This is an optimization exercise on Yosys and OpenROAD, whose aim is small area, not a production implementation. Only simulation tests tie the RTL to the original design; equivalence was not proved. No driver is modelled on the clock port, so clocking that relies on it looks cheaper here than on a real chip.

Design basys3, start of the top module:
module basys3(
    input clk,
    input rst,
    input [15:0] sw,
    input btn0,
    output [15:0] led,
    output [0:6] seg,
    output [3:0] digit,
    output sound,
    output [0:6] seg2,
    output seg2_sel
    );
For scale: ~570 cells after synthesis.
==> module seq_gen, before the edit <==
module seq_gen(
    input clk,
    input rst,
    input clk_blink,
    input reset,
    input start_seq,
    input [2:0] level,
    output [15:0] led
    );
    localparam [3:0] IDLE = 4'b1100;
    reg [3:0] index;
    reg [3:0] num;
    wire playing_seq = (index != IDLE);
    wire [3:0] step;
    wire done = index[3] |
                (index[2] & ~level[2]) |
                (~(index[2] ^ level[2]) & ((index[1] & ~level[1]) |
                                           (~(index[1] ^ level[1]) & index[0] & ~level[0])));
    wire [3:0] index_inc = {index[3] ^ (index[2] & index[1] & index[0]),
                            index[2] ^ (index[1] & index[0]),
                            index[1] ^ index[0],
                            ~index[0]};
    seq_table table_(
        .lvl (level),
        .idx (index[2:0]),
        .step (step)
    );
    always @(posedge clk) begin
        if (rst) begin
            index <= IDLE;
        end
        else if (reset) begin
            if (playing_seq)
                index <= 0;
        end
        else if (start_seq) begin
            if (!playing_seq)
                index <= 0;
        end
        else if (clk_blink && playing_seq) begin
            if (done) begin
                index <= IDLE;
            end
            else begin
                num <= step;
                index <= index_inc;
            end
        end
    end
    assign led = {15'd0, playing_seq && index != 0} << num;
endmodule
clock: 10.0 ns
lec_check: 0
cap_margin: 20
core_margin: 2
core_utilization: 40
slew_margin: 20
standard.sh (not shown) runs the stock make flow with config.mk's settings and CLKGATE_MAP_FILE= SYNTH_SCRIPT=/design/flow/synth_recipe.tcl, a recipe that flattens the netlist after the stock synthesis.
==> flow/flow/run.sh <==
#!/bin/bash
# The standard layout (standard.sh), with three changes made through the
# ORFS hooks it reads from the environment:
#  - port buffers are the smallest buffer, buf_1, instead of the one
#    buffer_ports picks by itself;
#  - the clock tree is built of clkbuf_4 without dummy loads;
#  - after clock tree synthesis, flow/post_cts.tcl upsizes the few tree
#    buffers whose flip-flops would see a slow clock edge.
# standard.sh writes each tool's log under orfs/logs; its own output goes to
# standard_flow.log.
set -euo pipefail
export BUFFER_PORTS_ARGS="-buffer_cell sky130_fd_sc_hd__buf_1"
export CTS_ARGS="-sink_clustering_enable -repair_clock_nets -dont_use_dummy_load -buf_list sky130_fd_sc_hd__clkbuf_4 -sink_clustering_size 20"
export POST_CTS_TCL="$(pwd)/flow/post_cts.tcl"
bash standard.sh > standard_flow.log 2>&1
==> flow/flow/post_cts.tcl <==
estimate_parasitics -placement
set upsized 0
foreach inst [get_cells *] {
  if {[get_property $inst ref_name] ne "sky130_fd_sc_hd__clkbuf_4"} { continue }
  set out [get_pins -of_objects $inst -filter "direction == output"]
  set net [get_nets -of_objects $out]
  set sinks [get_pins -of_objects $net -filter "direction == input"]
  # only buffers that drive flip-flops
  set ffs 0
  foreach p $sinks { if {[get_property $p name] eq "CLK"} { incr ffs } }
  if {$ffs == 0} { continue }
  set worst 0.0
  foreach p $sinks {
    foreach prop {slew_max_rise slew_max_fall} {
      set s [get_property $p $prop]
      if {[string is double -strict $s] && $s > $worst} { set worst $s }
    }
  }
  if {$worst > 0.09} {
    puts "upsizing [get_property $inst name]: [llength $sinks] sinks, slew $worst"
    replace_cell $inst [get_lib_cells sky130_fd_sc_hd__clkbuf_8]
    incr upsized
  }
}
puts "upsized $upsized clock buffers"
if {$upsized > 0} {
  detailed_placement
  estimate_parasitics -placement
}
The starting point finished clean.
Edit:
--- a/flow/design.v
+++ b/flow/design.v
@@ -117,8 +117,18 @@
     assign step[1] = (~idx[1] & lvl[0] & ~lvl[2]) | (~idx[0] & ~idx[1] & ~idx[2] & lvl[2]) | (~idx[0] & ~idx[1] & idx[2] & lvl[1]) | (idx[1] & ~idx[2] & lvl[0] & lvl[1] & lvl[2]) | (idx[0] & ~idx[1] & ~lvl[2]) | (idx[0] & idx[2] & ~lvl[0]) | (idx[1] & ~lvl[0] & ~lvl[2]) | (idx[0] & idx[1] & lvl[0] & ~lvl[1]) | (idx[0] & idx[1] & ~lvl[0] & lvl[1]) | (idx[0] & ~idx[1] & ~lvl[0] & ~lvl[1]);
     assign step[2] = (~idx[0] & lvl[0] & lvl[1]) | (~lvl[0] & lvl[1] & ~lvl[2]) | (~idx[0] & idx[2] & ~lvl[1]) | (idx[0] & idx[1] & ~lvl[0] & ~lvl[1]) | (~idx[1] & ~idx[2] & lvl[0] & lvl[1] & lvl[2]) | (~idx[0] & ~idx[1] & ~lvl[0] & ~lvl[1] & lvl[2]);
     assign step[3] = (idx[0] & idx[1]) | (~idx[0] & idx[2] & ~lvl[0]) | (idx[0] & lvl[0] & ~lvl[2]) | (~idx[1] & idx[2] & lvl[0] & lvl[1]) | (~idx[0] & ~idx[2] & lvl[0] & ~lvl[1] & lvl[2]) | (~lvl[0] & ~lvl[1] & ~lvl[2]) | (idx[1] & ~lvl[0] & ~lvl[2]) | (idx[0] & ~idx[2] & ~lvl[0] & lvl[1] & lvl[2]);
 endmodule
+module seq_table_lit(
+    input [2:0] lvl,
+    input [2:0] idx,
+    output [3:0] step
+    );
+    assign step[0] = (idx[0] & ~lvl[0] & ~lvl[2]) | (~idx[0] & lvl[0] & ~lvl[1] & lvl[2]) | (idx[0] & idx[1] & ~idx[2] & lvl[0] & lvl[2]) | (~idx[0] & idx[1] & idx[2] & lvl[0]) | (~idx[1] & ~idx[2] & ~lvl[0] & ~lvl[1]) | (~idx[0] & ~idx[2] & ~lvl[0] & lvl[1] & lvl[2]) | (idx[0] & ~idx[1] & idx[2] & ~lvl[0] & lvl[1]);
+    assign step[1] = (idx[0] & ~idx[1] & ~idx[2] & lvl[0]) | (~idx[1] & idx[2] & lvl[1] & lvl[2]) | (~idx[0] & idx[1] & ~lvl[2]) | (~idx[1] & ~idx[2] & ~lvl[0] & lvl[2]) | (idx[1] & ~lvl[0] & ~lvl[2]) | (~idx[0] & idx[2] & ~lvl[0] & lvl[1]) | (~idx[0] & idx[1] & ~lvl[0] & ~lvl[1]) | (~idx[0] & ~idx[1] & lvl[0] & ~lvl[1]) | (idx[0] & ~idx[2] & lvl[0] & lvl[1] & lvl[2]);
+    assign step[2] = (idx[0] & lvl[0] & lvl[1]) | (~lvl[0] & lvl[1] & ~lvl[2]) | (~idx[1] & ~lvl[0] & ~lvl[1] & lvl[2]) | (idx[0] & idx[2] & ~lvl[1]) | (idx[1] & ~idx[2] & lvl[0] & lvl[1] & lvl[2]);
+    assign step[3] = (~idx[0] & ~idx[1]) | (idx[0] & idx[2] & ~lvl[0]) | (~idx[0] & lvl[0] & ~lvl[2]) | (idx[0] & ~idx[2] & lvl[0] & ~lvl[1] & lvl[2]) | (~lvl[0] & ~lvl[1] & ~lvl[2]) | (~idx[1] & idx[2] & lvl[1]) | (idx[0] & idx[1] & ~lvl[0] & ~lvl[2]) | (~idx[0] & idx[2] & lvl[0] & lvl[1]) | (~idx[0] & ~idx[2] & ~lvl[0] & lvl[1] & lvl[2]);
+endmodule
 module seq_gen(
     input clk,
     input rst,
     input clk_blink,
@@ -128,23 +138,24 @@
     output [15:0] led
     );
     localparam [3:0] IDLE = 4'b1100;
     reg [3:0] index;
-    reg [3:0] num;
+    reg [2:0] level_lit;
     wire playing_seq = (index != IDLE);
-    wire [3:0] step;
+    wire lit = playing_seq && (index != 0);
+    wire [3:0] num;
     wire done = index[3] |
                 (index[2] & ~level[2]) |
                 (~(index[2] ^ level[2]) & ((index[1] & ~level[1]) |
                                            (~(index[1] ^ level[1]) & index[0] & ~level[0])));
     wire [3:0] index_inc = {index[3] ^ (index[2] & index[1] & index[0]),
                             index[2] ^ (index[1] & index[0]),
                             index[1] ^ index[0],
                             ~index[0]};
-    seq_table table_(
-        .lvl (level),
+    seq_table_lit table_(
+        .lvl (level_lit),
         .idx (index[2:0]),
-        .step (step)
+        .step (num)
     );
     always @(posedge clk) begin
         if (rst) begin
             index <= IDLE;
@@ -161,14 +172,14 @@
             if (done) begin
                 index <= IDLE;
             end
             else begin
-                num <= step;
+                level_lit <= level;
                 index <= index_inc;
             end
         end
     end
-    assign led = {15'd0, playing_seq && index != 0} << num;
+    assign led = lit ? 16'd1 << num : 16'd0;
 endmodule
 module player_seq(
     input clk,
     input rst,
Worst setup slack got worse by 0.30 ns.
Clock-buffer cell count stays the same.
Critical path depth came out higher by 3.
Via count went down by 2.6%.
Die area shrinks by 0.62%.
Fmax is lower by 6.2%.
Worst hold slack is worse by 0.0044 ns.
Cell count is about the same.
Routed wire length came out lower by 3.0%.
Sequential share of layout area decreases by 0.35 points.
Design area decreases by 0.43%.
Non-clock buffer count is unchanged.
Clock skew goes down by 0.0075 ns.

-- static timing again, ports no longer ideal --
In the flow no input, the clock included, has a driving cell. The finished layouts below were timed again as built, in two steps. Step 1 (the two cells are an assumption about what drives the block):
set clk [get_ports {clk}]
set_driving_cell -lib_cell sky130_fd_sc_hd__clkbuf_16 $clk
set_driving_cell -lib_cell sky130_fd_sc_hd__buf_2 [delete_from_list [all_inputs] $clk]
Step 2 also shifts input and output timing later by t, the mid clock arrival at the registers, as if the neighbouring blocks saw the same clock. Three values: ideal ports, drivers, drivers and shift; two values: the first two.
run	t, ns	setup slack, ns	worst setup path after step 2	clock arrival spread, ns	pins driven straight from the clock port
the first run	0.552	5.445 / 5.412 / 5.964	register to output	0.030 / 0.030	1
the second run	0.528	5.145 / 5.113 / 5.642	register to output	0.024 / 0.025	1
After both steps setup and hold are still met in every run listed.
